Background: an optimization exercise with open tools, aiming at a short achievable clock period and few clock cycles. Do not read the settings as production practice. Where RTL was checked, it was by simulation tests only, not by an equivalence proof against the original. Only the layout flow was run in runs 3 to 7; the RTL was not checked for function there. Power and IR drop assume default switching activity.

==> flow/design.v <==
module SignExtension(
  In, 
  Out
);
input signed [15:0] In; 
output signed [31:0] Out;
assign Out = In;
endmodule  
module SevenSeg(OUT,IN);
input  [3:0] IN;
output [6:0] OUT;
assign OUT =
  (IN == 4'h0) ? 7'b1000000 :
  (IN == 4'h1) ? 7'b1111001 :
  (IN == 4'h2) ? 7'b0100100 :
  (IN == 4'h3) ? 7'b0110000 :
  (IN == 4'h4) ? 7'b0011001 :
  (IN == 4'h5) ? 7'b0010010 :
  (IN == 4'h6) ? 7'b0000010 :
  (IN == 4'h7) ? 7'b1111000 :
  (IN == 4'h8) ? 7'b0000000 :
  (IN == 4'h9) ? 7'b0010000 :
  (IN == 4'hA) ? 7'b0001000 :
  (IN == 4'hb) ? 7'b0000011 :
  (IN == 4'hc) ? 7'b1000110 :
  (IN == 4'hd) ? 7'b0100001 :
  (IN == 4'he) ? 7'b0000110 :
    7'b0001110 ;
endmodule
module AddKS(
  A,
  B,
  CI,
  S
);
parameter W = 16;
input  [W-1:0] A;
input  [W-1:0] B;
input          CI;
output [W-1:0] S;
wire [W-1:0] p = A ^ B;
wire [6*W-1:0] g;
wire [6*W-1:0] t;
assign g[W-1:0] = (A & B) | {{(W-1){1'b0}}, p[0] & CI};
assign t[W-1:0] = p;
genvar l, i;
generate
  for (l = 0; l < 5; l = l + 1) begin : lvl
    for (i = 0; i < W; i = i + 1) begin : pos
      if (i >= (1 << l)) begin : comb
        assign g[(l+1)*W+i] = g[l*W+i] | (t[l*W+i] & g[l*W+i-(1<<l)]);
        assign t[(l+1)*W+i] = t[l*W+i] & t[l*W+i-(1<<l)];
      end else begin : pass
        assign g[(l+1)*W+i] = g[l*W+i];
        assign t[(l+1)*W+i] = t[l*W+i];
      end
    end
  end
endgenerate
assign S = p ^ {g[5*W +: W-1], CI};
endmodule  
module hw5_cpu(
  clk,
  rst_n,
  imem_addr,
  imem_data,
  dmem_addr,
  dmem_we,
  dmem_wdata,
  dmem_rdata,
  LEDR, LEDG,
  HEX0, HEX1, HEX2, HEX3
);
input clk;
input rst_n;
output [9:0] imem_addr;
input [32-1:0] imem_data;
output [9:0] dmem_addr;
output dmem_we;
output [16-1:0] dmem_wdata;
input [16-1:0] dmem_rdata;
output [9:0] LEDR;
output [7:0] LEDG;
output [6:0] HEX0, HEX1, HEX2, HEX3;
reg rst_q;
always @(posedge clk)
  rst_q <= rst_n;
reg [15:0] pc_f;
reg        x_v;
reg [15:0] x_pc4;                   
reg        x_sum, x_and, x_link;    
reg        x_wreg, x_load, x_store;
reg        x_jmp, x_jsrr, x_movi;
reg        x_pv;                    
reg [15:0] x_pval;                  
reg [3:0]  x_rd;
reg [15:0] x_b, x_c, x_a;           
reg        x_bm, x_cm, x_am;        
reg        m_wreg;
reg        m_load;
reg        m_we;
reg [3:0]  m_rd;
reg [15:0] m_res;
reg [15:0] m_sdata;
reg        w_wreg;
reg [3:0]  w_rd;
reg [15:0] w_res;
reg [15:0] lr;                      
reg [15:0] rf [0:15];
reg [2:0]  cc;
reg [9:0]  ledr_q;
reg [7:0]  ledg_q;
reg [6:0]  hex0_q, hex1_q, hex2_q, hex3_q;
assign imem_addr  = pc_f[11:2];
assign dmem_addr  = m_res[9:0];
assign dmem_we    = m_we;
assign dmem_wdata = m_sdata;
assign LEDR = ledr_q;
assign LEDG = ledg_q;
assign HEX0 = hex0_q;
assign HEX1 = hex1_q;
assign HEX2 = hex2_q;
assign HEX3 = hex3_q;
wire [7:0]  f_op  = imem_data[31:24];
wire [3:0]  f_ra  = imem_data[23:20];
wire [3:0]  f_rb  = imem_data[19:16];
wire [3:0]  f_rc  = imem_data[11:8];
wire [15:0] f_imm = imem_data[15:0];
wire f_add  = (f_op == 8'b00000000);
wire f_addi = (f_op == 8'b00000001);
wire f_and  = (f_op == 8'b00001000);
wire f_andi = (f_op == 8'b00001001);
wire f_mov  = (f_op == 8'b00010000);
wire f_movi = (f_op == 8'b00010001);
wire f_ldw  = (f_op == 8'b00101010);
wire f_stw  = (f_op == 8'b00110010);
wire f_br   = (f_op[7:3] == 5'b11011);
wire f_jmp  = (f_op == 8'b11100000);
wire f_jsr  = (f_op == 8'b11110000);
wire f_jsrr = (f_op == 8'b11111000);
wire f_immt   = f_addi | f_andi | f_ldw | f_stw | f_movi;
wire f_uses_b = f_add | f_addi | f_and | f_andi | f_ldw | f_stw | f_jmp | f_jsrr;
wire f_uses_c = f_add | f_and | f_mov;
wire f_wreg   = f_add | f_addi | f_and | f_andi | f_mov | f_movi | f_ldw | f_jsr | f_jsrr;
wire [3:0] f_rd = (f_mov | f_movi) ? f_rb : (f_jsr | f_jsrr) ? 4'd7 : f_ra;
wire xw = x_v && x_wreg;
wire b_m = xw     && (x_rd == f_rb);
wire b_w = m_wreg && (m_rd == f_rb);
wire b_v = w_wreg && (w_rd == f_rb);
wire c_m = xw     && (x_rd == f_rc);
wire c_w = m_wreg && (m_rd == f_rc);
wire c_v = w_wreg && (w_rd == f_rc);
wire a_m = xw     && (x_rd == f_ra);
wire a_w = m_wreg && (m_rd == f_ra);
wire a_v = w_wreg && (w_rd == f_ra);
wire [15:0] w_next = m_load ? dmem_rdata : m_res;
wire [15:0] f_bval = b_w ? w_next : b_v ? w_res : rf[f_rb];
wire [15:0] f_cval = c_w ? w_next : c_v ? w_res : rf[f_rc];
wire [15:0] f_aval = a_w ? w_next : a_v ? w_res : rf[f_ra];
wire f_stall = (x_v && x_load &&
  ((f_uses_b && x_rd == f_rb) || (f_uses_c && x_rd == f_rc) || (f_stw && x_rd == f_ra) || f_br)) ||
  (f_br && !xw && m_load);
wire [15:0] pc4_f = pc_f + 16'h4;
wire [13:0] tgt_hi;
AddKS #(.W(14)) add_tgt(.A(pc_f[15:2]), .B(f_imm[13:0]), .CI(1'b1), .S(tgt_hi));
wire [15:0] tgt_f = {tgt_hi, pc_f[1:0]};
wire movi_hit = x_v && x_movi && (x_rd == f_rb);
wire [15:0] jmp_pval = movi_hit ? x_c : (f_rb == 4'd7) ? lr : pc4_f;
wire [13:0] jsrr_hi;
AddKS #(.W(14)) add_jsrr(.A(pc_f[15:2]), .B(x_c[13:0]), .CI(1'b1), .S(jsrr_hi));
wire [15:0] jsrr_pf  = {jsrr_hi, pc_f[1:0]};
wire [15:0] fb = x_bm ? m_res : x_b;
wire [15:0] fc = x_cm ? m_res : x_c;
wire [15:0] fa = x_am ? m_res : x_a;
wire [15:0] sum;
AddKS #(.W(16)) add_alu(.A(fb), .B(fc), .CI(1'b0), .S(sum));
wire [15:0] res = x_sum ? sum :
                  x_and ? andv :
                  x_link ? x_pc4 :
                  fc;
function [2:0] ccof;
  input [15:0] v;
  ccof = v[15] ? 3'b100 : (v == 16'h0) ? 3'b010 : 3'b001;
endfunction
wire [15:0] andv = fb & fc;
wire sum_zero = ((fb ^ fc) == {fb[14:0] | fc[14:0], 1'b0});
wire [2:0] cc_sum = sum[15] ? 3'b100 : sum_zero ? 3'b010 : 3'b001;
wire [2:0] cc_x = x_sum ? cc_sum : x_and ? ccof(andv) : x_link ? ccof(x_pc4) : ccof(fc);
wire [2:0] cc_now = m_wreg ? ccof(m_res) : w_wreg ? ccof(w_res) : cc;
wire [2:0] cc_live = (x_v && x_wreg) ? cc_x : cc_now;
wire f_take = f_jsr || (f_br && ((f_op[2:0] & cc_live) != 3'b000));
wire pred_ok = x_pv && (fb == x_pval);
wire redirect = x_v && (x_jmp || x_jsrr) && !pred_ok;
wire [13:0] jsrx_hi;
AddKS #(.W(14)) add_jsrx(.A(x_pc4[15:2]), .B(fb[13:0]), .CI(1'b0), .S(jsrx_hi));
wire [15:0] jsrr_x = {jsrx_hi, x_pc4[1:0]};
wire [15:0] target = x_jmp ? fb : jsrr_x;
always @(posedge clk)
begin
  if (!rst_n) begin
    pc_f <= 16'h0;
    x_v  <= 1'b0;
  end else if (redirect) begin
    pc_f <= target;
    x_v  <= 1'b0;
  end else if (f_stall) begin
    x_v  <= 1'b0;
  end else begin
    if (f_take)
      pc_f <= tgt_f;
    else if (f_jmp)
      pc_f <= jmp_pval;
    else if (f_jsrr && movi_hit)
      pc_f <= jsrr_pf;
    else
      pc_f <= pc4_f;
    x_v  <= 1'b1;
  end
  if (!rst_q)
    lr <= 16'h0;
  else if (f_jsr || f_jsrr)
    lr <= pc4_f;
  x_pc4   <= pc4_f;
  x_sum   <= f_add | f_addi | f_ldw | f_stw;
  x_and   <= f_and | f_andi;
  x_link  <= f_jsr | f_jsrr;
  x_wreg  <= f_wreg;
  x_load  <= f_ldw;
  x_store <= f_stw;
  x_jmp   <= f_jmp;
  x_jsrr  <= f_jsrr;
  x_movi  <= f_movi;
  x_pv    <= f_jmp || movi_hit;
  x_pval  <= f_jmp ? jmp_pval : x_c;
  x_rd    <= f_rd;
  x_b  <= f_bval;
  x_bm <= b_m;
  x_c  <= f_immt ? f_imm : f_cval;
  x_cm <= !f_immt && c_m;
  x_a  <= f_aval;
  x_am <= a_m;
end
always @(posedge clk)
begin
  if (!rst_q) begin
    m_wreg <= 1'b0;
    m_load <= 1'b0;
    m_we   <= 1'b0;
    m_res  <= 16'h0;
  end else begin
    m_wreg <= x_v && x_wreg;
    m_load <= x_v && x_load;
    m_we   <= x_v && x_store;
    m_res  <= res;
  end
  m_rd    <= x_rd;
  m_sdata <= fa;
end
always @(posedge clk)
begin
  if (!rst_q)
    w_wreg <= 1'b0;
  else
    w_wreg <= m_wreg;
  w_rd  <= m_rd;
  w_res <= w_next;
end
integer k;
always @(posedge clk)
begin
  if (!rst_q) begin
    for (k = 0; k < 16; k = k + 1)
      rf[k] <= 16'h0;
    cc <= 3'b000;
  end else if (w_wreg) begin
    rf[w_rd] <= w_res;
    cc <= ccof(w_res);
  end
end
wire [6:0] seg0, seg1, seg2, seg3;
SevenSeg sseg0(.OUT(seg3), .IN(m_sdata[15:12]));
SevenSeg sseg1(.OUT(seg2), .IN(m_sdata[11:8]));
SevenSeg sseg2(.OUT(seg1), .IN(m_sdata[7:4]));
SevenSeg sseg3(.OUT(seg0), .IN(m_sdata[3:0]));
always @(posedge clk)
begin
  if (!rst_q) begin
    ledr_q <= 10'h3FF;
    ledg_q <= 8'hFF;
    hex3_q <= 7'b0100001;  
    hex2_q <= 7'b0000110;  
    hex1_q <= 7'b0001000;  
    hex0_q <= 7'b0100001;  
  end else if (m_we) begin
    if (m_res[9:0] == 1020)
      ledr_q <= m_sdata[9:0];
    if (m_res[9:0] == 1021)
      ledg_q <= m_sdata[7:0];
    if (m_res[9:0] == 1022) begin
      hex3_q <= seg3;
      hex2_q <= seg2;
      hex1_q <= seg1;
      hex0_q <= seg0;
    end
  end
end
endmodule  
==> flow/flow/run.sh <==
#!/bin/bash
# The standard layout, with timing repair aimed below the design's period.
set -euo pipefail
bash standard.sh SETUP_SLACK_MARGIN=9 MATCH_CELL_FOOTPRINT=0 finish > flow.log 2>&1
==> flow/standard.sh <==
#!/bin/bash
# synth_recipe.tcl (not shown) runs the flow's synth.tcl, then flattens the netlist and writes it again
# the make line also repeats each setting of config.mk as NAME=value (left out here)
make -C /OpenROAD-flow-scripts/flow DESIGN_CONFIG=/design/flow/config.mk WORK_HOME=/design/flow/orfs CLKGATE_MAP_FILE= SYNTH_SCRIPT=/design/flow/synth_recipe.tcl "${@:-finish}"
==> flow/config.mk <==
export PLATFORM = sky130hd
export DESIGN_NAME = hw5_cpu
export DESIGN_NICKNAME = hw5_cpu
export VERILOG_FILES = /design/flow/design.v
export SDC_FILE = /design/flow/constraint.sdc
export NUM_CORES = 4
export LEC_CHECK = 0
export CAP_MARGIN = 20
export CORE_MARGIN = 2
export CORE_UTILIZATION = 40
export SLEW_MARGIN = 20
export TNS_END_PERCENT = 10
==> flow/constraint.sdc <==
create_clock -name core_clock -period 12.0 [get_ports {clk}]
set_input_delay 2.4000 -clock core_clock [delete_from_list [all_inputs] [get_ports {clk}]]
set_output_delay 2.4000 -clock core_clock [all_outputs]
set_load 0.01 [all_outputs]
==> results of run 1 <==
==> cell usage in the layout (no fill, tap or decap), drive strengths merged, types with 44 or more instances in the layout <==
master,Yosys,routed
buf,58,258
edfxtp,256,256
and2,250,250
mux4,240,240
dfxtp,240,240
nand2,207,210
nor2,184,185
o21ai,146,146
clkbuf,183,112
mux2i,111,111
a21oi,94,94
inv,72,72
ha,71,71
xor2,64,64
clkdlybuf4s50,0,64
xnor2,61,61
nor3,60,60
a211oi,58,58
mux2,49,49
nand3,42,44
==> cell usage after synthesis (all sizes together), types with 60 or more instances <==
cell	instances	area (µm²)
a21oi	94	470
and2	250	1560
clkbuf	183	687
dfxtp	240	4800
edfxtp	256	7690
ha	71	888
inv	72	270
mux2i	111	1110
mux4	240	5410
nand2	207	780
nor2	184	693
nor3	60	305
o21ai	146	731
xnor2	61	534
xor2	64	561
==> where the power goes <==
| part | internal, mW | switching [mW] | leakage [nW] |
|---|---|---|---|
| Combinational | 0.429 | 0.508 | 8.83 |
| Clock | 0.921 | 0.723 | 0.824 |
| Sequential | 1.87 | 0.135 | 4.64 |
==> metal layers <==
metal  global-route usage, %  routed length (µm)  part of all wire, %  vias to the layer above
met4                    19.6                8990                  7.7                        0
met2                    48.1               55500                   48                     1462
met5                       0                   0                    0                        -
met1                    35.0               41800                   36                    12100
met3                    5.22               10600                  9.0                      422
li1                        -                   -                    -                    10500
==> worst paths after layout <==
kind                        startpoint                    end  slack, ns
setup / recovery         imem_data[18]  pc_f[13]$_SDFFE_PN0N_       8.02
hold reg to reg   pc_f[0]$_SDFFE_PN0P_       x_pc4[0]$_DFF_P_       0.40
setup reg to reg        x_c[4]$_DFF_P_   pc_f[2]$_SDFFE_PN0N_       8.08
hold / removal    pc_f[0]$_SDFFE_PN0P_       x_pc4[0]$_DFF_P_       0.40
==> what timing repair did <==
item | 4_1_cts | 5_1_grt
pin swaps | 38 | 46
gates resized for setup | 325 | 262
gates cloned | 40 | 4
setup buffers | 75 | 75
setup endpoints to repair | 406 | 503
==> kinds of logic after synthesis <==
family          synth area share (%)
flops                           41.4
fa+ha+maj                       3.21
mux                             23.4
xor+xnor                        3.62
buf+inv                         4.30
compound gates                  9.31
simple gates                    14.8
==> flip-flops by register name, indices dropped and copies added, names as in the netlist, 8 cells and up <==
signal,cells
rf,256
lr,16
m_res,16
m_sdata,16
pc_f,16
w_res,16
x_a,16
x_b,16
x_c,16
x_pc4,16
x_pval,16
ledr_q,10
ledg_q,8
==> area by class of cell <==
class                      count  area (µm²)
antenna                        3        7.51
clock buffer                  76        1520
clock inverter                19         166
fill                        6461       36900
inverter                      73         283
multi-input combinational   1931       17400
sequential                   496       12600
tap                          969        1210
timing repair buffer         372        4420
timing repair inverter         1        7.51
==> critical path: cells and delay by family <==
family                 cells  cell delay, ns
AND/OR/NAND/NOR            3            0.58
XOR/XNOR                   1            0.12
AO/OA/AOI/OAI              3            0.61
buffers and inverters      6            0.75
==> results by group, run 1 <==
Run status
  • Status: finished clean

Timing
  • Tightest Pin Transition: 1.28 ns
  • Final Hold Vio Count: 0
  • RSZ-0062 raised after global routing: yes
  • Crit share post-route: 33.2%
  • Setup ws final: 8.02 ns
  • Max Slew Vio Count: 0
  • Slew Limit Headroom: 14.6%
  • Final setup fails: 0
  • Crit path time final: 3.98 ns
  • Clock skew: 0.0330 ns
  • Worst hold margin: 0.402 ns
  • Setup TNS Final: 0 ns
  • Achievable clock frequency: 251 MHz

GRT
  • First-pass GRT wire length: 166,000 µm
  • Grt total ovfl: 0
  • Largest net degree at the start of global routing: 57
  • Number of global-route vias before repair: 24,000
  • Gr usage total: 29.2%
  • Initial antenna violation count: 4

Die
  • Std cell rows: 100
  • Die X: 279 µm
  • Initial Util: 40.5%
  • I/O pin count: 133
  • Die Ht: 279 µm
  • Die ar.: 77,700 µm²
  • Core ar.: 74,600 µm²

Worst setup path
  • Crit Path Class: in -> reg
  • Worst Setup Start Kind: input port
  • Crit path capture type: flip-flop
  • Max Fanout on Critical Path: 5
  • Required time of the critical path: 12.49 ns
  • Slowest cell on the critical path: o41a_4
  • CP most frequent cell: buf_6
  • CP Cell Sequence: buf_12 > buf_12 > xnor2_2 > nand4_1 > buf_6 > buf_6 > a211oi_2 > o41a_4 > nor2_4 > buf_4 > buf_6 > nor4b_4 > a311oi_2
  • CP arrival: 4.48 ns
  • Crit-path max cell delay: 0.51 ns
  • Reg2reg path depth: 13

Logic synthesis
  • Syn Inst Count: 2,735
  • Warning count from the yosys run: 1
  • Commonest register cell after synthesis: edfxtp_1
  • Synth cell types: 84
  • Post-Syn Nets: 2,860
  • FFs w/ async S/R, synth: 0%
  • Post-synth EDFFs: 256
  • Synth Cell Area: 30,200 µm²
  • Synth Register Bits: 496
  • Seq/Total Area, Yosys: 41.4%
  • Mean post-synth cell area: 11.0 µm²

Detailed routing
  • Residual DRC count: 0
  • Final wirelength: 117,000 µm
  • Initial drt markers: 2,667
  • Vias: 24,600
  • Routed WL per cell: 29.7 µm
  • DR vias/cell: 6.23
  • Final ANT Viol Nets: 0
  • TritonRoute pass-1 iters: 8

Place
  • RePlAce Congestion: 0.945
  • Placed cells: 3,648
  • Hpwl dp: 72,100 µm
  • PortBufs: 132
  • Area of placed instances: 32,300 µm²
  • Post-Place Setup Slack: 5.46 ns

Clocking
  • CTS sink cnt: 496
  • Post-CTS Hold Buffers: 0
  • CTS Buf Count: 54
  • CTS Root Buffer Type: clkbuf_16
  • Clk buf depth: 3
  • CTS tree: done
  • H-tree Lvls: 2
  • Worst-Skew Late Latency: 0.65 ns
  • Clock-pin slew on the worst setup and hold paths: 0.06 ns

Power and ir drop
  • Tot Pwr: 4.58 mW
  • PD cells: 122 nW/µm²
  • Peak supply drop: 0.000119 V
  • P_leak: 14.3 nW

Cells and area
  • Syn-to-layout area delta: 24.7%
  • Fin nets: 3,054
  • Core Util, Final: 50.5%
  • Layout cells sized above 1: 29.3%
  • Final instance area: 37,700 µm²
  • Non-filler instance count after layout: 3,940

Hold path
  • Worst Hold Class: reg -> reg
  • WHS Path Cells: 0

Job
  • Max cap viols: 0
Testbench counts, summed over its fixed seeds: cycles 19,565.
==> inputs of run 2 (changes only) <==
==> flow/flow/run.sh (replaced) <==
#!/bin/bash
# The standard layout, with timing repair aimed below the design's period.
set -euo pipefail
bash standard.sh SETUP_SLACK_MARGIN=8.5 MATCH_CELL_FOOTPRINT=0 finish > flow.log 2>&1
==> results by group, run 2 <==
Worst setup path
  • Worst r2r src: x_bm$_DFF_P_
  • Capture point of the worst reg-to-reg path: m_res[12]$_SDFF_PN0_
  • Max Fanout on Critical Path: 9 (+4)
  • CP Cell Sequence: clkdlybuf4s50_1
  • Crit Path Class: reg -> out
  • Reg2reg path depth: 15 (+2)
  • Buf+Inv Stages, Crit Path: 1 (-5)
  • CP arrival: 1.64 ns (-2.84 ns)
  • Slowest cell on the critical path: clkdlybuf4s50_1
  • Crit path capture type: output port
  • Crit-path max cell delay: 0.57 ns (+0.06 ns)
  • Delay-heaviest family, CP: buffers and inverters
  • Required time of the critical path: 9.60 ns (-2.89 ns)
  • Internal reg-to-reg setup slack: 8.18 ns (+0.10 ns)
  • Worst Setup Start Kind: flip-flop

GRT
  • Number of global-route vias before repair: 23,900 (-0.35%)
  • Gr usage total: 28.8% (-0.37 points)
  • First-pass GRT wire length: 164,000 µm (-1.1%)
  • Initial antenna violation count: 3 (-1)
  • Grt total ovfl: 0 (unchanged)
  • Largest net degree at the start of global routing: 41 (-28%)

Die
  • Core ar.: 74,600 µm² (unchanged)
  • Die X: 279 µm (unchanged)
  • Std cell rows: 100 (unchanged)
  • Initial Util: 40.5% (unchanged)
  • I/O pin count: 133 (unchanged)
  • Die Ht: 279 µm (unchanged)
  • Die ar.: 77,700 µm² (unchanged)

Cells and area
  • Most frequent cells in the layout: edfxtp_1, and2_1, mux4_2
  • Commonest non-fill, non-tap cell in the layout: edfxtp_1
  • Fin nets: 3,018 (-1.2%)
  • Multi-input logic area: 17,100 µm² (-2.0%)
  • Largest register FFs: 256 (unchanged)
  • Core Util, Final: 49.4% (-1.2 points)
  • Syn-to-layout area delta: 21.9%
  • Largest Register: rf
  • FF/Latch Area: 12,600 µm² (-0.13%)
  • Layout cells sized above 1: 26.5% (-2.8 points)
  • Layout fillers: 6,496 (+0.54%)

Timing
  • Setup TNS Final: 0 ns (unchanged)
  • Final Hold Vio Count: 0 (unchanged)
  • Achievable clock frequency: 248 MHz (-1.3%)
  • Slew Limit Headroom: 27.3% (+13 points)
  • Clock skew: 0.0512 ns (+0.0182 ns)
  • Crit path time final: 4.04 ns (+0.0539 ns)
  • Crit share post-route: 33.7% (+0.45 points)
  • Tightest Pin Transition: 1.09 ns (-0.191 ns)
  • Final setup fails: 0 (unchanged)
  • RSZ-0062 raised after global routing: yes
  • Max Slew Vio Count: 0 (unchanged)

Clocking
  • CTS Root Buffer Type: clkbuf_16
  • CTS sink cnt: 496 (unchanged)
  • Clock-pin slew on the worst setup and hold paths: 0.06 ns (about the same)
  • Worst-Skew Late Latency: 0.66 ns (about the same)
  • CTS Buf Count: 58 (+7.4%)
  • Clk buf depth: 3 (unchanged)
  • H-tree Lvls: 2 (unchanged)
  • Post-CTS Hold Buffers: 0 (unchanged)
  • CTS tree: done

Detailed routing
  • TritonRoute pass-1 iters: 9 (+1)
  • Routed WL per cell: 28.9 µm (-2.4%)
  • Final wirelength: 113,000 µm (-3.1%)
  • Vias: 24,200 (-1.5%)
  • DR vias/cell: 6.18 (-0.79%)
  • Final ANT Viol Nets: 0 (unchanged)
  • Initial drt markers: 2,714 (+1.8%)
  • Residual DRC count: 0 (unchanged)

Logic synthesis
  • Area share of the largest cell type after synthesis: 25.5% (unchanged)
  • Most frequent cell after synthesis: edfxtp_1
  • Synth cell types: 84 (unchanged)
  • Synth Cell Area: 30,200 µm² (unchanged)
  • Post-synth top area cell: edfxtp_1
  • Seq/Total Area, Yosys: 41.4% (unchanged)
  • Post-synth EDFFs: 256 (unchanged)
  • Syn Inst Count: 2,735 (unchanged)
  • Synth Register Bits: 496 (unchanged)
  • Top cells by area, synth: edfxtp_1, mux4_2, dfxtp_1, and2_1, mux2i_1
  • Warning count from the yosys run: 1 (unchanged)
  • Commonest register cell after synthesis: edfxtp_1
  • Mean post-synth cell area: 11.0 µm² (unchanged)
  • FFs w/ async S/R, synth: 0% (unchanged)
  • Post-synth top cells: edfxtp_1, and2_1, dfxtp_1, mux4_2, nand2_1
  • Post-Syn Nets: 2,860 (unchanged)

Hold path
  • Hold Path Origin: pc_f[1]$_SDFFE_PN0P_
  • Worst Hold Class: reg -> reg
  • Hold Path Sink: x_pc4[1]$_DFF_P_
  • WHS Path Cells: 0 (unchanged)

Place
  • PortBufs: 132 (unchanged)
  • RePlAce Congestion: 0.970 (+2.6%)
  • Hpwl dp: 73,300 µm (+1.5%)

Job
  • Max cap viols: 0 (unchanged)

Power and ir drop
  • P_leak: 14.0 nW (-2.3%)
  • PD cells: 129 nW/µm² (+5.8%)
  • Peak supply drop: 0.000118 V (-0.42%)

Run status
  • Status: finished clean
-- run 2: cell types whose count changed in the layout (fill, tap and decap cells not counted), moves of 7 or more --
cell / before / now
mux2i_1: 91 / 100
clkdlybuf4s50_1: 64 / 76
clkbuf_16: 86 / 72
mux2i_2: 12 / 4
buf_4: 145 / 152
o21ai_0: 103 / 114
buf_6: 67 / 34
clkbuf_1: 16 / 7
-- run 2: cells by family (layout without fill, tap and decap cells) --
group,Yosys count,count (layout),share of synthesized area (%)
adder cells (fa/ha/maj),75,75,3.21
flip-flops,496,496,41.4
XOR/XNOR,125,125,3.62
AO/OA/AOI/OAI,446,446,9.31
buffers and inverters,314,515,4.30
multiplexers,400,400,23.4
other,0,1,0
AND/OR/NAND/NOR,879,883,14.8
-- run 2: how the worst max path moves through the flow --
stage	from	to	slack, ns	cells after the start
floorplan	imem_data[25]	pc_f[15]$_SDFFE_PN0N_	7.72	10
global placement	imem_data[18]	pc_f[12]$_SDFFE_PN0N_	6.26	12
detailed placement	imem_data[18]	pc_f[13]$_SDFFE_PN0N_	6.22	11
CTS	imem_data[0]	pc_f[14]$_SDFFE_PN0N_	7.91	14
global route	imem_data[0]	pc_f[12]$_SDFFE_PN0N_	7.91	14
finish	pc_f[4]$_SDFFE_PN0N_	imem_addr[2]	7.96	1
-- run 2: per-stage QoR --
stage,power (mW),hold WS [ns],setup WS (ns),area (µm²),std cells
3_3_place_gp,2.80,0.382,6.26,32300,3649
3_5_place_dp,2.81,0.382,6.22,32400,3650
2_1_floorplan,2.51,0.363,7.72,30500,2735
4_1_cts,4.70,0.392,7.91,36400,3865
5_1_grt,4.87,0.404,7.91,36800,3909
6_report,4.74,0.397,7.96,36800,3910
-- run 2: timing repair --
action | in CTS | in global routing
setup endpoints to repair | 202 | 211
pin swaps | 49 | 11
gates resized for setup | 330 | 81
buffers inserted | 89 | 44
cloned | 19 | 0
-- run 2: area by class of cell --
cell class              count  area share [%]
diodes                      1         0.00680
clock buffers              71            4.24
clock inverters            36            1.14
inverters                  73           0.761
multi-input cells        1929            46.4
flip-flops and latches    496            34.3
well taps                 969            3.29
repair buffers            335            9.88
-- run 2: power by group --
group	switching (mW)	internal (mW)	total, mW
registers	0.143	1.87	2.01
logic	0.481	0.403	0.884
clock network	0.766	1.08	1.84
-- run 2: per-layer routing --
| metal | share of wire [%] | wire [µm] | track usage [%] |
|---|---|---|---|
| met3 | 8.4 | 9480 | 4.76 |
| met1 | 37 | 41800 | 35.2 |
| met4 | 6.9 | 7840 | 16.8 |
| met2 | 48 | 54000 | 48.3 |
| met5 | 0.015 | 17 | 0 |
==> inputs of run 3 (changes only) <==
--- a/flow/design.v
+++ b/flow/design.v
@@ -284,2 +284,5 @@
 SevenSeg sseg3(.OUT(seg0), .IN(m_sdata[3:0]));
+wire ld_r = m_we && (m_res[9:0] == 1020);
+wire ld_g = m_we && (m_res[9:0] == 1021);
+wire ld_h = m_we && (m_res[9:0] == 1022);
 always @(posedge clk)
@@ -293,13 +296,9 @@
     hex0_q <= 7'b0100001;  
-  end else if (m_we) begin
-    if (m_res[9:0] == 1020)
-      ledr_q <= m_sdata[9:0];
-    if (m_res[9:0] == 1021)
-      ledg_q <= m_sdata[7:0];
-    if (m_res[9:0] == 1022) begin
-      hex3_q <= seg3;
-      hex2_q <= seg2;
-      hex1_q <= seg1;
-      hex0_q <= seg0;
-    end
+  end else begin
+    ledr_q <= ({10{ld_r}} & m_sdata[9:0]) | ({10{!ld_r}} & ledr_q);
+    ledg_q <= ({8{ld_g}} & m_sdata[7:0]) | ({8{!ld_g}} & ledg_q);
+    hex3_q <= ({7{ld_h}} & seg3) | ({7{!ld_h}} & hex3_q);
+    hex2_q <= ({7{ld_h}} & seg2) | ({7{!ld_h}} & hex2_q);
+    hex1_q <= ({7{ld_h}} & seg1) | ({7{!ld_h}} & hex1_q);
+    hex0_q <= ({7{ld_h}} & seg0) | ({7{!ld_h}} & hex0_q);
   end
==> flow/flow/run.sh (replaced) <==
#!/bin/bash
# The standard layout, with timing repair aimed below the design's period.
set -euo pipefail
bash standard.sh SETUP_SLACK_MARGIN=9 finish > flow.log 2>&1
==> results by group, run 3 <==
Logic synthesis
  • Post-Syn Nets: 2,846 (-0.49%)
  • Commonest register cell after synthesis: edfxtp_1
  • Top cells by area, synth: edfxtp_1, mux4_2, dfxtp_1, and2_1, mux2i_1
  • Post-synth top area cell: edfxtp_1
  • Largest family of logic cells by synthesized area: multiplexers
  • Synth Area in Adders: 3.20% (-0.0085 points)
  • Synth Area in Compound Gates: 9.28% (-0.033 points)
  • Seq/Total Area, Yosys: 41.2% (-0.11 points)
  • Area share of the largest cell type after synthesis: 25.4% (-0.067 points)
  • Synth cell types: 91 (+8.3%)
  • Warning count from the yosys run: 1 (unchanged)
  • Synth Cell Area: 30,300 µm² (+0.27%)
  • Syn Inst Count: 2,721 (-0.51%)
  • FFs w/ async S/R, synth: 0% (unchanged)
  • Xor/xnor cell area share of the yosys netlist: 3.50% (-0.13 points)
  • Mean post-synth cell area: 11.1 µm² (+0.78%)
  • Synth Register Bits: 496 (unchanged)
  • Simple-Gate Fraction of Synth Area: 15.2% (+0.39 points)
  • Most frequent cell after synthesis: and2_1
  • Mux share of post-synthesis cell area: 23.3% (-0.087 points)
  • Post-synth top cells: and2_1, edfxtp_1, dfxtp_1, mux4_2, nand2_1
  • Post-synth EDFFs: 256 (unchanged)

Timing
  • Slew Limit Headroom: 18.8% (-8.5 points)
  • Clock skew: 0.0254 ns (-0.0258 ns)
  • Max Slew Vio Count: 0 (unchanged)
  • Crit share post-route: 34.2% (+0.57 points)
  • Final Hold Vio Count: 0 (unchanged)
  • Final setup fails: 0 (unchanged)
  • RSZ-0062 raised after global routing: yes
  • Setup TNS Final: 0 ns (unchanged)
  • Tightest Pin Transition: 1.22 ns (+0.128 ns)
  • Crit path time final: 4.11 ns (+0.0685 ns)
  • Achievable clock frequency: 243 MHz (-1.7%)

Die
  • Core ar.: 74,700 µm² (+0.17%)
  • Die X: 279 µm (+0.13%)
  • Initial Util: 40.5% (about the same)
  • Die ar.: 77,900 µm² (+0.26%)
  • Std cell rows: 100 (unchanged)
  • Die Ht: 279 µm (+0.13%)
  • I/O pin count: 133 (unchanged)

Place
  • RePlAce Congestion: 0.948 (-2.2%)
  • Hpwl dp: 73,000 µm (-0.41%)
  • PortBufs: 132 (unchanged)

Detailed routing
  • Final ANT Viol Nets: 0 (unchanged)
  • Vias: 24,000 (-0.54%)
  • Final wirelength: 114,000 µm (+0.38%)
  • DR vias/cell: 6.20 (+0.33%)
  • Initial drt markers: 2,657 (-2.1%)
  • TritonRoute pass-1 iters: 5 (-4)
  • Residual DRC count: 0 (unchanged)
  • Routed WL per cell: 29.3 µm (+1.3%)

Worst setup path
  • Crit-path max cell delay: 0.36 ns (-0.21 ns)
  • Required time of the critical path: 12.51 ns (+2.91 ns)
  • Worst Setup Start Kind: input port
  • CP Cell Sequence: buf_8 > ha_4 > nor2b_4 > o31a_1 > o211a_1 > o21a_1 > o21a_1 > o41a_1 > mux2i_2 > nor4_2 > a211o_1
  • Buf+Inv Stages, Crit Path: 1 (unchanged)
  • Max Fanout on Critical Path: 3 (-6)
  • Crit Path Class: in -> reg
  • CP most frequent cell: o21a_1
  • Delay-heaviest family, CP: compound AO/OA/AOI/OAI gates
  • CP arrival: 4.62 ns (+2.98 ns)
  • Slowest cell on the critical path: o41a_1
  • Crit path capture type: flip-flop

Cells and area
  • Layout cells sized above 1: 26.9% (+0.35 points)
  • Largest Register: rf
  • Largest register FFs: 256 (unchanged)
  • Commonest non-fill, non-tap cell in the layout: and2_1
  • Fin nets: 2,984 (-1.1%)
  • Syn-to-layout area delta: 22.1%
  • Most frequent cells in the layout: and2_1, edfxtp_1, mux4_2

Clocking
  • CTS Root Buffer Type: clkbuf_16
  • Clk buf depth: 3 (unchanged)
  • Clock-pin slew on the worst setup and hold paths: 0.06 ns (about the same)
  • CTS sink cnt: 496 (unchanged)
  • CTS tree: done
  • CTS Buf Count: 55 (-5.2%)
  • H-tree Lvls: 2 (unchanged)
  • Post-CTS Hold Buffers: 0 (unchanged)
  • Worst-Skew Late Latency: 0.64 ns (-0.02 ns)

Power and ir drop
  • Seq pwr share: 42.6% (+0.2 points)
  • PD cells: 127 nW/µm² (-1.2%)
  • Internal Pwr Total: 3.35 mW (about the same)
  • Sw power: 1.36 mW (-2.5%)
  • Clk pwr share: 38.3% (-0.6 points)
  • Peak supply drop: 0.000110 V (-6.9%)
  • Tot Pwr: 4.70 mW (-0.75%)
  • Comb pwr share: 19.1% (+0.4 points)
  • Net switching share of the total power: 28.8% (-0.53 points)
  • P_leak: 13.7 nW (-2.2%)

Job
  • Max cap viols: 0 (unchanged)

GRT
  • Number of global-route vias before repair: 23,800 (-0.48%)
  • Grt total ovfl: 0 (unchanged)
  • Initial antenna violation count: 4 (+1)
  • Gr usage total: 28.7% (-0.15 points)
  • Largest net degree at the start of global routing: 65 (+59%)
  • First-pass GRT wire length: 163,000 µm (-0.41%)

Hold path
  • Worst Hold Class: reg -> reg

Run status
  • Status: finished clean
run 3: cell count changes after synthesis, sizes merged, moves of 11 or more:
cell,delta
xnor2,+24
buf,+14
a31oi,-11
o211ai,-12
clkbuf,-25
xor2,-28
run 3: cells by family (layout without fill, tap and decap cells):
family                     Yosys count  in the layout
buffers and inverters              305            487
other                                0              2
muxes                              396            396
DFF                                496            496
adders and majority gates           75             75
xor gates and xnor gates           121            121
and+or+nand+nor                    890            892
AOI/OAI and AO/OA                  438            438
run 3: metal layers:
layer  global-route usage (%)  share of wire [%]
met1                     34.5                 37
met2                     48.3                 48
met3                     4.83                8.2
met4                     17.1                6.8
met5                        0              0.011
run 3: what timing repair did:
action / 4_1_cts / 5_1_grt
endpoints found under the setup margin: 222 / 231
gates cloned: 26 / 1
hold endpoints to repair: 0 / 0
pin swaps: 48 / 17
gates resized for setup: 361 / 81
buffers inserted: 66 / 33
run 3: worst paths after layout:
path | from | end | slack [ns] | cells past startpoint
max | imem_data[1] | pc_f[15]$_SDFFE_PN0N_ | 7.89 | 11
min | pc_f[0]$_SDFFE_PN0P_ | x_pc4[0]$_DFF_P_ | 0.38 | 0
max reg2reg | x_bm$_DFF_P_ | pc_f[4]$_SDFFE_PN0N_ | 8.10 | 15
min reg2reg | pc_f[0]$_SDFFE_PN0P_ | x_pc4[0]$_DFF_P_ | 0.38 | 0
run 3: layout make-up:
type / count / area (µm²)
diodes: 2 / 5.00
clock inverters: 31 / 404
multi-input cells: 1922 / 17400
clock buffers: 72 / 1510
repair buffers: 308 / 3590
fillers: 6490 / 37700
repair inverters: 1 / 7.51
inverters: 75 / 295
flip-flops and latches: 496 / 12600
well taps: 969 / 1210
run 3: metrics by stage:
step	std cells	hold slack, ns	setup WS [ns]	utilization [%]	cell area [µm²]
2_1_floorplan	2721	0.351	7.48	-	30500
3_3_place_gp	3645	0.369	5.99	43.3	32400
3_5_place_dp	3645	0.370	5.95	43.4	32400
4_1_cts	3840	0.377	7.92	48.9	36500
5_1_grt	3876	0.390	7.81	49.5	37000
6_report	3876	0.379	7.89	49.5	37000
run 3: power groups by stage:
stage               sequential, mW  clock [mW]  combinational, mW
floorplan                     1.95           0              0.562
global placement              2.03           0              0.763
detailed placement            2.04           0              0.769
CTS                           2.00        1.82              0.858
global route                  2.01        1.90              0.945
finish                        2.00        1.80              0.896
==> inputs of run 4 (changes only) <==
==> flow/flow/run.sh (replaced) <==
#!/bin/bash
# The standard layout, with timing repair aimed below the design's period.
set -euo pipefail
bash standard.sh SETUP_SLACK_MARGIN=8.5 finish > flow.log 2>&1
==> results by group, run 4 <==
Run status
  • Status: finished clean

Detailed routing
  • Final wirelength: 114,000 µm (+0.36%)
  • Residual DRC count: 0 (unchanged)
  • DR vias/cell: 6.18 (-0.35%)
  • Final ANT Viol Nets: 0 (unchanged)
  • Initial drt markers: 2,468 (-7.1%)
  • Routed WL per cell: 29.4 µm (+0.43%)
  • Vias: 23,900 (-0.43%)
  • TritonRoute pass-1 iters: 6 (+1)

Timing
  • Slew Limit Headroom: 17.2% (-1.6 points)
  • Clock skew: 0.0352 ns (+0.00976 ns)
  • RSZ-0062 raised after global routing: yes
  • Crit path time final: 4.06 ns (-0.0502 ns)
  • Crit share post-route: 33.8% (-0.42 points)
  • Setup TNS Final: 0 ns (unchanged)
  • Achievable clock frequency: 246 MHz (+1.2%)
  • Final Hold Vio Count: 0 (unchanged)
  • Final setup fails: 0 (unchanged)
  • Tightest Pin Transition: 1.24 ns (+0.0236 ns)
  • Max Slew Vio Count: 0 (unchanged)

Worst setup path
  • Crit path capture type: flip-flop
  • Worst Setup Start Kind: input port
  • Required time of the critical path: 12.52 ns (about the same)
  • Crit Path Class: in -> reg
  • Max Fanout on Critical Path: 3 (unchanged)
  • CP arrival: 4.57 ns (-0.05 ns)

Logic synthesis
  • Seq/Total Area, Yosys: 41.2% (unchanged)
  • Synth Area in Compound Gates: 9.28% (unchanged)
  • Largest family of logic cells by synthesized area: multiplexers
  • Warning count from the yosys run: 1 (unchanged)
  • Post-synth top cells: and2_1, edfxtp_1, dfxtp_1, mux4_2, nand2_1
  • Post-synth top area cell: edfxtp_1
  • Synth Area in Adders: 3.20% (unchanged)
  • Post-Syn Nets: 2,846 (unchanged)
  • FFs w/ async S/R, synth: 0% (unchanged)
  • Commonest register cell after synthesis: edfxtp_1
  • Most frequent cell after synthesis: and2_1
  • Synth cell types: 91 (unchanged)
  • Area share of the largest cell type after synthesis: 25.4% (unchanged)
  • Simple-Gate Fraction of Synth Area: 15.2% (unchanged)
  • Synth Register Bits: 496 (unchanged)
  • Post-synth EDFFs: 256 (unchanged)
  • Mean post-synth cell area: 11.1 µm² (unchanged)
  • Top cells by area, synth: edfxtp_1, mux4_2, dfxtp_1, and2_1, mux2i_1
  • Mux share of post-synthesis cell area: 23.3% (unchanged)
  • Syn Inst Count: 2,721 (unchanged)
  • Synth Cell Area: 30,300 µm² (unchanged)
  • Xor/xnor cell area share of the yosys netlist: 3.50% (unchanged)

Cells and area
  • Largest register FFs: 256 (unchanged)
  • Syn-to-layout area delta: 21.9%
  • Commonest non-fill, non-tap cell in the layout: and2_1
  • Non-filler instance count after layout: 3,873 (-0.077%)
  • Largest Register: rf
  • Final instance area: 36,900 µm² (-0.20%)
  • Most frequent cells in the layout: and2_1, edfxtp_1, mux4_2
  • Layout cells sized above 1: 27.1% (+0.23 points)
  • Fin nets: 2,983 (-0.034%)

Clocking
  • Clock-pin slew on the worst setup and hold paths: 0.06 ns (about the same)
  • CTS Buf Count: 55 (unchanged)
  • H-tree Lvls: 2 (unchanged)
  • CTS tree: done
  • Post-CTS Hold Buffers: 0 (unchanged)
  • Worst-Skew Late Latency: 0.63 ns (about the same)
  • CTS Root Buffer Type: clkbuf_16
  • CTS sink cnt: 496 (unchanged)
  • Clk buf depth: 3 (unchanged)

GRT
  • Grt total ovfl: 0 (unchanged)
  • Initial antenna violation count: 5 (+1)
  • Number of global-route vias before repair: 23,700 (-0.42%)
  • Gr usage total: 28.9% (+0.25 points)
  • First-pass GRT wire length: 164,000 µm (+0.71%)
  • Largest net degree at the start of global routing: 53 (-18%)

Die
  • Initial Util: 40.5% (unchanged)
  • Core ar.: 74,700 µm² (unchanged)
  • Die X: 279 µm (unchanged)
  • Die Ht: 279 µm (unchanged)
  • Std cell rows: 100 (unchanged)
  • I/O pin count: 133 (unchanged)
  • Die ar.: 77,900 µm² (unchanged)

Hold path
  • Worst Hold Class: reg -> reg

Place
  • RePlAce Congestion: 0.952 (+0.42%)
  • Hpwl dp: 73,300 µm (+0.43%)
  • Area of placed instances: 32,400 µm² (unchanged)
  • PortBufs: 132 (unchanged)
  • Placed cells: 3,644 (-0.027%)

Power and ir drop
  • P_leak: 13.7 nW (+0.10%)
  • Peak supply drop: 0.000122 V (+11%)
  • PD cells: 130 nW/µm² (+2.0%)
  • Tot Pwr: 4.79 mW (+1.8%)

Job
  • Max cap viols: 0 (unchanged)
## run 4: power breakdown
part / total [mW] / switching, mW / internal, mW
combinational: 0.894 / 0.477 / 0.417
clock: 1.89 / 0.739 / 1.15
sequential: 2.01 / 0.141 / 1.87
total: 4.79 / 1.36 / 3.43
## run 4: layout make-up
| type | instances | area [µm²] |
|---|---|---|
| fill | 6508 | 37800 |
| antenna | 1 | 2.50 |
| multi-input combinational | 1922 | 17400 |
| tap | 969 | 1210 |
| clock inverter | 26 | 413 |
| inverter | 75 | 293 |
| timing repair buffer | 308 | 3390 |
| sequential | 496 | 12600 |
| clock buffer | 76 | 1610 |
## run 4: stage by stage
step,util (%),hold WS (ns),setup slack [ns]
2_1_floorplan,-,0.351,7.48
3_3_place_gp,43.4,0.371,5.98
3_5_place_dp,43.4,0.367,5.91
4_1_cts,48.9,0.375,7.94
5_1_grt,49.4,0.387,7.82
6_report,49.4,0.383,7.94
## run 4: final timing paths
kind,startpoint,endpoint,slack [ns],depth (start not counted)
hold reg to reg,pc_f[0]$_SDFFE_PN0P_,x_pc4[0]$_DFF_P_,0.38,0
setup / recovery,imem_data[1],pc_f[15]$_SDFFE_PN0N_,7.94,11
hold / removal,pc_f[0]$_SDFFE_PN0P_,x_pc4[0]$_DFF_P_,0.38,0
setup reg to reg,x_bm$_DFF_P_,pc_f[4]$_SDFFE_PN0N_,8.15,14
## run 4: critical path, stage by stage
cell     delay, ns
buf_6         0.11
ha_4          0.20
nor2b_4       0.12
o31a_1        0.27
o211a_1       0.24
o21a_1        0.20
o21a_1        0.19
o41a_1        0.36
mux2i_1       0.19
nor4_1        0.07
a211o_1       0.22
## run 4: cell families (layout without fill, tap and decap cells)
kind of cell | after synthesis | after routing
xor+xnor | 121 | 121
mux | 396 | 396
flops | 496 | 496
buf+inv | 305 | 485
simple gates | 890 | 892
compound gates | 438 | 438
other cells | 0 | 1
fa+ha+maj | 75 | 75
## run 4: routing by layer
layer / global-route usage [%] / share of wire [%] / vias to the layer above
met4: 16.8 / 6.4 / 2
met1: 35.3 / 37 / 11900
li1: - / - / 10400
met3: 4.77 / 7.9 / 370
met5: 0 / 0.011 / -
met2: 48.4 / 48 / 1325
## run 4: repair_timing
item                       CTS  global route
gates cloned                19             0
setup endpoints to repair  196           192
pin swaps                   45            24
gates resized for setup    351            72
setup buffers               70            37
==> inputs of run 5 (changes only) <==
--- a/flow/config.mk
+++ b/flow/config.mk
@@ -11,2 +11,2 @@
 export SLEW_MARGIN = 20
-export TNS_END_PERCENT = 10
+export TNS_END_PERCENT = 20
==> results by group, run 5 <==
Cells and area
  • Commonest non-fill, non-tap cell in the layout: and2_1
  • Largest Register: rf
  • Fin nets: 3,077 (+3.2%)
  • Most frequent cells in the layout: and2_1, edfxtp_1, mux4_2
  • Layout cells sized above 1: 30.2% (+3.1 points)
  • Largest register FFs: 256 (unchanged)
  • Layout fillers: 6,376 (-2.0%)
  • Multi-input logic area: 17,500 µm² (+0.54%)
  • Core Util, Final: 51.0% (+1.6 points)
  • Final instance area: 38,100 µm² (+3.3%)
  • FF/Latch Area: 12,600 µm² (about the same)
  • Syn-to-layout area delta: 25.9%

Detailed routing
  • Wire length on met1: 42,200 µm (-0.67%)
  • TritonRoute pass-1 iters: 5 (-1)
  • Residual DRC count: 0 (unchanged)
  • Vias: 24,500 (+2.5%)
  • DR top layer: met5
  • Initial drt markers: 2,860 (+16%)
  • Final wirelength: 117,000 µm (+2.9%)
  • Routed WL per cell: 29.5 µm (+0.35%)
  • DR vias/cell: 6.18 (about the same)
  • Met2 WL: 56,100 µm (+1.6%)
  • Final ANT Viol Nets: 0 (unchanged)
  • DR WL met3: 10,800 µm (+19%)

Die
  • Die ar.: 77,900 µm² (unchanged)
  • I/O pin count: 133 (unchanged)
  • Die X: 279 µm (unchanged)
  • Die Ht: 279 µm (unchanged)
  • Initial Util: 40.5% (unchanged)
  • Std cell rows: 100 (unchanged)
  • Core ar.: 74,700 µm² (unchanged)

GRT
  • Gr usage total: 29.2% (+0.24 points)
  • Largest net degree at the start of global routing: 56 (+5.7%)
  • Number of global-route vias before repair: 23,800 (+0.47%)
  • Initial antenna violation count: 7 (+2)
  • Grt total ovfl: 0 (unchanged)
  • First-pass GRT wire length: 166,000 µm (+0.83%)

Power and ir drop
  • PD cells: 126 nW/µm² (-3.2%)
  • Peak supply drop: 0.000120 V (-1.9%)
  • Tot Pwr: 4.79 mW (about the same)
  • P_leak: 14.3 nW (+4.6%)

Clocking
  • Worst-Skew Late Latency: 0.65 ns (+0.02 ns)
  • CTS sink cnt: 496 (unchanged)
  • H-tree Lvls: 2 (unchanged)
  • CTS Root Buffer Type: clkbuf_16
  • CTS Buf Count: 55 (unchanged)
  • CTS tree: done
  • Clk buf depth: 3 (unchanged)
  • Post-CTS Hold Buffers: 0 (unchanged)
  • Clock-pin slew on the worst setup and hold paths: 0.07 ns (about the same)

Timing
  • Tightest Pin Transition: 1.14 ns (-0.104 ns)
  • Achievable clock frequency: 245 MHz (-0.64%)
  • Crit share post-route: 34.0% (+0.22 points)
  • Final Hold Vio Count: 0 (unchanged)
  • Final setup fails: 0 (unchanged)
  • Slew Limit Headroom: 24.2% (+6.9 points)
  • Crit path time final: 4.08 ns (+0.0263 ns)
  • Max Slew Vio Count: 0 (unchanged)
  • Clock skew: 0.0382 ns (+0.00303 ns)
  • RSZ-0062 raised after global routing: yes
  • Setup TNS Final: 0 ns (unchanged)

Worst setup path
  • Capture point of the worst reg-to-reg path: pc_f[13]$_SDFFE_PN0N_
  • Internal reg-to-reg setup slack: 8.08 ns (-0.07 ns)
  • Worst r2r src: x_c[2]$_DFF_P_
  • Crit path capture type: flip-flop
  • Reg2reg path depth: 13 (-1)
  • Max Fanout on Critical Path: 6 (+3)
  • Crit Path Class: in -> reg
  • CP arrival: 4.68 ns (+0.11 ns)
  • Required time of the critical path: 12.59 ns (+0.07 ns)
  • Worst Setup Start Kind: input port

Place
  • PortBufs: 132 (unchanged)
  • RePlAce Congestion: 0.946 (-0.60%)
  • Hpwl dp: 72,800 µm (-0.60%)
  • Area of placed instances: 32,400 µm² (about the same)

Logic synthesis
  • Seq/Total Area, Yosys: 41.2% (unchanged)
  • Post-synth EDFFs: 256 (unchanged)
  • Syn Inst Count: 2,721 (unchanged)
  • Commonest register cell after synthesis: edfxtp_1
  • Post-synth top area cell: edfxtp_1
  • Post-Syn Nets: 2,846 (unchanged)
  • Top cells by area, synth: edfxtp_1, mux4_2, dfxtp_1, and2_1, mux2i_1
  • FFs w/ async S/R, synth: 0% (unchanged)
  • Most frequent cell after synthesis: and2_1
  • Warning count from the yosys run: 1 (unchanged)
  • Synth Register Bits: 496 (unchanged)
  • Mean post-synth cell area: 11.1 µm² (unchanged)
  • Synth Cell Area: 30,300 µm² (unchanged)
  • Post-synth top cells: and2_1, edfxtp_1, dfxtp_1, mux4_2, nand2_1
  • Synth cell types: 91 (unchanged)
  • Area share of the largest cell type after synthesis: 25.4% (unchanged)

Hold path
  • WHS Path Cells: 0 (unchanged)
  • Hold Path Sink: x_pc4[0]$_DFF_P_
  • Worst Hold Class: reg -> reg
  • Hold Path Origin: pc_f[0]$_SDFFE_PN0P_

Run status
  • Status: finished clean

Job
  • Max cap viols: 0 (unchanged)
run 5: cell count changes in the layout (fill, tap and decap cells not counted), moves of 11 or more:
cell	delta
buf_4	+68
buf_16	+16
o21ai_0	-14
buf_12	+13
clkbuf_8	-13
clkdlybuf4s50_1	-11
run 5: worst max-delay path by stage:
| stage | from | to | cells after the start |
|---|---|---|---|
| 3_5_place_dp | imem_data[18] | pc_f[7]$_SDFFE_PN0N_ | 11 |
| 6_report | imem_data[23] | pc_f[15]$_SDFFE_PN0N_ | 12 |
| 3_3_place_gp | imem_data[18] | pc_f[7]$_SDFFE_PN0N_ | 11 |
| 2_1_floorplan | imem_data[1] | pc_f[15]$_SDFFE_PN0N_ | 10 |
| 4_1_cts | m_res[5]$_SDFF_PN0_ | dmem_addr[5] | 1 |
| 5_1_grt | imem_data[1] | pc_f[15]$_SDFFE_PN0N_ | 11 |
run 5: per-stage QoR:
| stage | std cells | hold slack [ns] | setup slack (ns) |
|---|---|---|---|
| after floorplan | 2721 | 0.351 | 7.48 |
| after global placement | 3643 | 0.362 | 5.96 |
| after global routing | 3971 | 0.379 | 7.84 |
| final | 3971 | 0.378 | 7.92 |
| after detailed placement | 3645 | 0.368 | 5.94 |
| after CTS | 3862 | 0.376 | 7.95 |
run 5: worst max-delay path, cell delays in order:
cell,delay (ns)
buf_2,0.17
buf_12,0.15
xnor2_1,0.11
nand4_1,0.12
buf_6,0.13
nor3_1,0.06
o41a_4,0.53
nand2b_4,0.16
nand2b_4,0.21
buf_4,0.19
nor4_2,0.30
a211o_1,0.13
run 5: power by group:
part | internal (mW) | switching, mW | total [mW]
clock network | 1.07 | 0.777 | 1.84
logic | 0.448 | 0.496 | 0.944
registers | 1.86 | 0.136 | 2.00
run 5: area by class of cell:
cell class              count  area share, %
clock inverters            46           1.46
well taps                 969           3.18
multi-input cells        1922           45.9
clock buffers              58           3.64
inverters                  75          0.775
diodes                      3         0.0197
repair buffers            402           12.0
flip-flops and latches    496           33.1
run 5: cells by family after synthesis:
group           share of synthesized area (%)
xor+xnor                                 3.50
buf+inv                                  4.26
mux                                      23.3
simple gates                             15.2
flops                                    41.2
fa+ha+maj                                3.20
compound gates                           9.28
run 5: layer usage:
metal	global-route usage [%]	up-vias
li1	-	10600
met1	35.2	12000
met2	48.6	1509
met3	5.34	407
met4	17.5	2
met5	0	-
run 5: repair_timing:
| action | in CTS | in global routing |
|---|---|---|
| endpoints found under the setup margin | 195 | 186 |
| gates cloned | 30 | 5 |
| buffers inserted | 83 | 101 |
| pin swaps | 43 | 28 |
| resized for setup | 379 | 134 |
==> inputs of run 6 (changes only) <==
--- a/flow/design.v
+++ b/flow/design.v
@@ -160,4 +160,3 @@
 wire f_stall = (x_v && x_load &&
-  ((f_uses_b && x_rd == f_rb) || (f_uses_c && x_rd == f_rc) || (f_stw && x_rd == f_ra) || f_br)) ||
-  (f_br && !xw && m_load);
+  ((f_uses_b && x_rd == f_rb) || (f_uses_c && x_rd == f_rc) || (f_stw && x_rd == f_ra) || f_br));
 wire [15:0] pc4_f = pc_f + 16'h4;
@@ -188,3 +187,3 @@
 wire [2:0] cc_x = x_sum ? cc_sum : x_and ? ccof(andv) : x_link ? ccof(x_pc4) : ccof(fc);
-wire [2:0] cc_now = m_wreg ? ccof(m_res) : w_wreg ? ccof(w_res) : cc;
+wire [2:0] cc_now = m_wreg ? (m_load ? ccof(dmem_rdata) : ccof(m_res)) : w_wreg ? ccof(w_res) : cc;
 wire [2:0] cc_live = (x_v && x_wreg) ? cc_x : cc_now;
==> results by group, run 6 <==
Logic synthesis
  • Commonest register cell after synthesis: edfxtp_1
  • Synth cell types: 81 (-11%)
  • Synth Area in Compound Gates: 8.94% (-0.34 points)
  • Post-Syn Nets: 2,833 (-0.46%)
  • Synth Cell Area: 30,000 µm² (-0.82%)
  • Syn Inst Count: 2,708 (-0.48%)
  • Warning count from the yosys run: 1 (unchanged)
  • Post-synth top area cell: edfxtp_1
  • Seq/Total Area, Yosys: 41.6% (+0.34 points)
  • Synth Area in Adders: 3.22% (+0.026 points)
  • Area share of the largest cell type after synthesis: 25.6% (+0.21 points)
  • Most frequent cell after synthesis: edfxtp_1
  • Largest family of logic cells by synthesized area: multiplexers
  • Synth Register Bits: 496 (unchanged)
  • Xor/xnor cell area share of the yosys netlist: 3.79% (+0.29 points)
  • Mux share of post-synthesis cell area: 23.5% (+0.22 points)
  • FFs w/ async S/R, synth: 0% (unchanged)
  • Simple-Gate Fraction of Synth Area: 14.8% (-0.35 points)
  • Mean post-synth cell area: 11.1 µm² (-0.34%)
  • Top cells by area, synth: edfxtp_1, mux4_2, dfxtp_1, and2_1, mux2i_1
  • Post-synth top cells: edfxtp_1, and2_1, dfxtp_1, mux4_2, nand2_1
  • Post-synth EDFFs: 256 (unchanged)

Place
  • PortBufs: 132 (unchanged)
  • RePlAce Congestion: 0.989 (+4.5%)
  • Hpwl dp: 71,600 µm (-1.6%)

Detailed routing
  • Final wirelength: 112,000 µm (-4.4%)
  • Initial drt markers: 2,494 (-13%)
  • Routed WL per cell: 28.6 µm (-3.1%)
  • TritonRoute pass-1 iters: 6 (+1)
  • Residual DRC count: 0 (unchanged)
  • DR vias/cell: 6.19 (+0.16%)
  • Vias: 24,200 (-1.2%)
  • Final ANT Viol Nets: 0 (unchanged)

Die
  • Std cell rows: 100 (unchanged)
  • Die ar.: 77,300 µm² (-0.81%)
  • Core ar.: 74,400 µm² (-0.33%)
  • Initial Util: 40.3% (-0.20 points)
  • Die X: 278 µm (-0.40%)
  • Die Ht: 278 µm (-0.40%)
  • I/O pin count: 133 (unchanged)

Worst setup path
  • Crit Path Class: in -> reg
  • Worst Setup Start Kind: input port
  • CP arrival: 4.63 ns (-0.05 ns)
  • CP Cell Sequence: buf_8 > nor4_4 > nand4_1 > nor2_1 > o311ai_2 > or2_1 > a211oi_2 > nor3_4 > buf_12 > buf_12 > mux2i_2 > a21boi_1
  • Max Fanout on Critical Path: 7 (+1)
  • Slowest cell on the critical path: nor4_4
  • Required time of the critical path: 12.55 ns (-0.04 ns)
  • Crit-path max cell delay: 0.36 ns (-0.17 ns)
  • Crit path capture type: flip-flop
  • CP most frequent cell: buf_12

Power and ir drop
  • P_leak: 14.1 nW (-1.7%)
  • Peak supply drop: 0.000106 V (-12%)
  • PD cells: 122 nW/µm² (-2.9%)

Timing
  • Final Hold Vio Count: 0 (unchanged)
  • Clock skew: 0.0258 ns (-0.0124 ns)
  • Max Slew Vio Count: 0 (unchanged)
  • RSZ-0062 raised after global routing: yes
  • Crit path time final: 4.09 ns (+0.00314 ns)
  • Setup TNS Final: 0 ns (unchanged)
  • Slew Limit Headroom: 21.3% (-2.9 points)
  • Final setup fails: 0 (unchanged)
  • Achievable clock frequency: 245 MHz (about the same)
  • Tightest Pin Transition: 1.18 ns (+0.0432 ns)
  • Crit share post-route: 34.1% (about the same)

Run status
  • Status: finished clean

Job
  • Max cap viols: 0 (unchanged)

Cells and area
  • Largest register FFs: 256 (unchanged)
  • Largest Register: rf
  • Core Util, Final: 50.3% (-0.76 points)
  • Layout fillers: 6,332 (-0.69%)
  • Most frequent cells in the layout: edfxtp_1, and2_1, mux4_2
  • Syn-to-layout area delta: 24.6%
  • Multi-input logic area: 17,300 µm² (-0.82%)
  • Commonest non-fill, non-tap cell in the layout: edfxtp_1
  • Fin nets: 3,031 (-1.5%)
  • Layout cells sized above 1: 30.0% (-0.18 points)
  • FF/Latch Area: 12,600 µm² (about the same)

Clocking
  • CTS Root Buffer Type: clkbuf_16
  • Worst-Skew Late Latency: 0.64 ns (about the same)
  • Post-CTS Hold Buffers: 0 (unchanged)
  • Clk buf depth: 3 (unchanged)
  • Clock-pin slew on the worst setup and hold paths: 0.06 ns (about the same)
  • CTS Buf Count: 54 (-1.8%)
  • CTS sink cnt: 496 (unchanged)
  • CTS tree: done
  • H-tree Lvls: 2 (unchanged)

GRT
  • Initial antenna violation count: 3 (-4)
  • Number of global-route vias before repair: 24,000 (+0.51%)
  • Gr usage total: 28.5% (-0.67 points)
  • Largest net degree at the start of global routing: 50 (-11%)
  • First-pass GRT wire length: 162,000 µm (-2.4%)
  • Grt total ovfl: 0 (unchanged)

Hold path
  • Worst Hold Class: reg -> reg
==> run 6: stage by stage <==
step / cell area [µm²] / instances / setup slack [ns] / power (mW) / hold slack [ns]
3_5_place_dp: 32100 / 3619 / 5.14 / 2.77 / 0.390
3_3_place_gp: 32100 / 3618 / 5.25 / 2.76 / 0.392
4_1_cts: 36700 / 3839 / 7.93 / 4.51 / 0.404
5_1_grt: 37400 / 3916 / 7.85 / 4.70 / 0.417
2_1_floorplan: 30400 / 2708 / 7.63 / 2.50 / 0.363
6_report: 37400 / 3917 / 7.91 / 4.57 / 0.403
==> run 6: critical path: cells and delay by family <==
| family | cells | cell delay, ns |
|---|---|---|
| AO/OA/AOI/OAI | 3 | 0.58 |
| buffers and inverters | 3 | 0.39 |
| multiplexers | 1 | 0.14 |
| AND/OR/NAND/NOR | 5 | 1.10 |
==> run 6: layer usage <==
metal  wire length, µm  up-vias  track usage [%]
met5                27        -                0
met4              8680        4             19.2
met3              8750      440             5.02
met2             55200     1376             48.8
met1             39500    12000             32.7
li1                  -    10500                -
==> run 6: cell families after synthesis <==
kind of cell    count (synthesis)
fa+ha+maj                      75
simple gates                  879
buf+inv                       297
xor+xnor                      130
flops                         496
compound gates                431
mux                           400
==> run 6: area by class of cell <==
| class | instances | share of cell area (%) |
|---|---|---|
| Inverter | 62 | 0.742 |
| Clock buffer | 64 | 3.74 |
| Sequential cell | 496 | 33.7 |
| Multi-Input combinational cell | 1918 | 46.3 |
| Clock inverter | 33 | 0.826 |
| Antenna cell | 1 | 0.00669 |
| Tap cell | 969 | 3.24 |
| Timing Repair Buffer | 374 | 11.4 |
==> run 6: where the power goes <==
group / total, mW / switching [mW] / internal (mW) / leakage (nW)
Clock: 1.66 / 0.736 / 0.922 / 0.842
Combinational: 0.913 / 0.483 / 0.430 / 8.59
Sequential: 1.99 / 0.131 / 1.86 / 4.64
Total: 4.57 / 1.35 / 3.22 / 14.1
==> run 6: worst paths after layout <==
check / startpoint / to / slack, ns / cells after the start
min: pc_f[1]$_SDFFE_PN0P_ / x_pc4[1]$_DFF_P_ / 0.40 / 0
min reg2reg: pc_f[1]$_SDFFE_PN0P_ / x_pc4[1]$_DFF_P_ / 0.40 / 0
max: dmem_rdata[13] / pc_f[7]$_SDFFE_PN0N_ / 7.91 / 12
max reg2reg: x_bm$_DFF_P_ / pc_f[7]$_SDFFE_PN0N_ / 7.96 / 17
==> run 6: repair_timing <==
action	CTS	global route
gates cloned	33	0
endpoints found under the setup margin	229	217
buffers inserted	90	77
pin swaps	75	36
resized for setup	455	157
==> inputs of run 7 (changes only) <==
--- a/flow/config.mk
+++ b/flow/config.mk
@@ -11,2 +11,2 @@
 export SLEW_MARGIN = 20
-export TNS_END_PERCENT = 20
+export TNS_END_PERCENT = 10
==> results by group, run 7 <==
Logic synthesis
  • Mean post-synth cell area: 11.1 µm² (unchanged)
  • Syn Inst Count: 2,708 (unchanged)
  • Post-synth EDFFs: 256 (unchanged)
  • Synth cell types: 81 (unchanged)
  • Top cells by area, synth: edfxtp_1, mux4_2, dfxtp_1, and2_1, mux2i_1
  • Post-synth top area cell: edfxtp_1
  • Synth Cell Area: 30,000 µm² (unchanged)
  • Post-synth top cells: edfxtp_1, and2_1, dfxtp_1, mux4_2, nand2_1
  • Commonest register cell after synthesis: edfxtp_1
  • Synth Register Bits: 496 (unchanged)

Clocking
  • Worst-Skew Late Latency: 0.64 ns (about the same)
  • CTS sink cnt: 496 (unchanged)
  • CTS tree: done
  • H-tree Lvls: 2 (unchanged)

Detailed routing
  • Initial drt markers: 2,532 (+1.5%)
  • Vias: 23,500 (-2.9%)
  • Residual DRC count: 0 (unchanged)
  • TritonRoute pass-1 iters: 5 (-1)
  • Final ANT Viol Nets: 0 (unchanged)
  • Final wirelength: 110,000 µm (-1.7%)

Worst setup path
  • Internal reg-to-reg setup slack: 7.96 ns (about the same)
  • Crit path capture type: flip-flop
  • Required time of the critical path: 12.49 ns (-0.06 ns)

GRT
  • First-pass GRT wire length: 160,000 µm (-1.5%)
  • Gr usage total: 28.0% (-0.50 points)
  • Number of global-route vias before repair: 23,400 (-2.5%)
  • Grt total ovfl: 0 (unchanged)
  • Largest net degree at the start of global routing: 71 (+42%)

Cells and area
  • Fin nets: 2,942 (-2.9%)
  • Commonest non-fill, non-tap cell in the layout: edfxtp_1
  • Syn-to-layout area delta: 21.1%
  • Largest Register: rf
  • Most frequent cells in the layout: edfxtp_1, and2_1, mux4_2

Place
  • Hpwl dp: 72,400 µm (+1.1%)
  • Area of placed instances: 32,100 µm² (about the same)

Timing
  • Slew Limit Headroom: 26.7% (+5.4 points)
  • Crit path time final: 4.14 ns (+0.0544 ns)
  • Clock skew: 0.0216 ns (-0.00427 ns)

Run status
  • Status: finished clean

Power and ir drop
  • Net switching share of the total power: 28.2% (-1.4 points)
  • Seq pwr share: 42.1% (-1.6 points)
  • Peak supply drop: 0.000123 V (+16%)
  • Sw power: 1.34 mW (-0.57%)

Die
  • I/O pin count: 133 (unchanged)
  • Die ar.: 77,300 µm² (unchanged)
  • Core ar.: 74,400 µm² (unchanged)
  • Die Ht: 278 µm (unchanged)

Hold path
  • WHS Path Cells: 0 (unchanged)
  • Worst Hold Class: reg -> reg
-- run 7: cell counts after synthesis --
No cell type changed its count.
-- run 7: routing by layer --
| layer | global-route usage (%) | vias up | share of wire (%) |
|---|---|---|---|
| li1 | - | 10300 | - |
| met1 | 34.0 | 11700 | 37 |
| met2 | 48.9 | 1197 | 50 |
| met3 | 4.37 | 315 | 8.1 |
| met4 | 13.0 | 4 | 5.7 |
| met5 | 0 | - | 0.015 |
-- run 7: critical path, cell delays in order --
cell and delay, ns:
buf_6 0.10, nor4_4 0.35, nand4_1 0.22, nor2_2 0.24, o311ai_2 0.12, or2_1 0.28, a211oi_2 0.29, nor3_4 0.08
buf_12 0.15, buf_12 0.14, o311ai_4 0.09, o311ai_4 0.15
-- run 7: through the flow --
stage / utilization (%) / cells / hold WS [ns] / power [mW] / setup WS (ns)
floorplan: - / 2708 / 0.363 / 2.49 / 7.63
CTS: 48.3 / 3807 / 0.417 / 4.75 / 7.89
global placement: 43.1 / 3624 / 0.403 / 2.77 / 6.03
global route: 48.8 / 3833 / 0.428 / 4.91 / 7.84
finish: 48.8 / 3833 / 0.418 / 4.77 / 7.86
detailed placement: 43.1 / 3624 / 0.409 / 2.77 / 5.93
-- run 7: layout make-up --
class / instances / area, µm² / area share (%)
Timing Repair Buffer: 283 / 3120 / 8.57
Antenna cell: 3 / 7.51 / 0.0206
Sequential cell: 496 / 12600 / 34.6
Timing Repair inverter: 1 / 8.76 / 0.0241
Clock inverter: 39 / 581 / 1.60
Inverter: 62 / 262 / 0.719
Tap cell: 969 / 1210 / 3.33
Multi-Input combinational cell: 1917 / 17100 / 47.1
Clock buffer: 63 / 1470 / 4.04
-- run 7: power by group through the flow --
stage	clock (mW)	combinational, mW	sequential (mW)
detailed placement	0	0.742	2.03
global route	2.01	0.880	2.02
finish	1.93	0.830	2.01
CTS	1.95	0.799	2.00
floorplan	0	0.545	1.95
global placement	0	0.738	2.03
-- run 7: how the worst max path moves through the flow --
stage / from / endpoint / slack (ns) / depth (start not counted)
after floorplan: imem_data[29] / pc_f[15]$_SDFFE_PN0N_ / 7.63 / 11
after global placement: imem_data[19] / pc_f[10]$_SDFFE_PN0N_ / 6.03 / 8
after detailed placement: imem_data[19] / pc_f[10]$_SDFFE_PN0N_ / 5.93 / 8
after CTS: m_sdata[13]$_DFF_P_ / dmem_wdata[13] / 7.89 / 1
after global routing: dmem_rdata[10] / pc_f[2]$_SDFFE_PN0N_ / 7.84 / 12
final: dmem_rdata[10] / pc_f[2]$_SDFFE_PN0N_ / 7.86 / 12
-- run 7: logic make-up after synthesis --
kind of cell / synth area share (%)
simple gates: 14.8
buf+inv: 4.07
compound gates: 8.94
flops: 41.6
xor+xnor: 3.79
mux: 23.5
fa+ha+maj: 3.22
-- run 7: repair_timing --
action / CTS / global route
pin swaps: 60 / 28
buffers inserted: 65 / 20
gates cloned: 16 / 3
setup endpoints to repair: 199 / 171
endpoints found under the hold margin: 0 / 0
resized for setup: 370 / 51

Re-timed with assumed drivers on the ports (clkbuf_16 on the clock, buf_2 on other inputs), run 7 has 7.843 ns of setup slack against 7.859 ns with ideal ports, and 7.171 ns once port delays also move by the mid clock arrival of 0.686 ns.
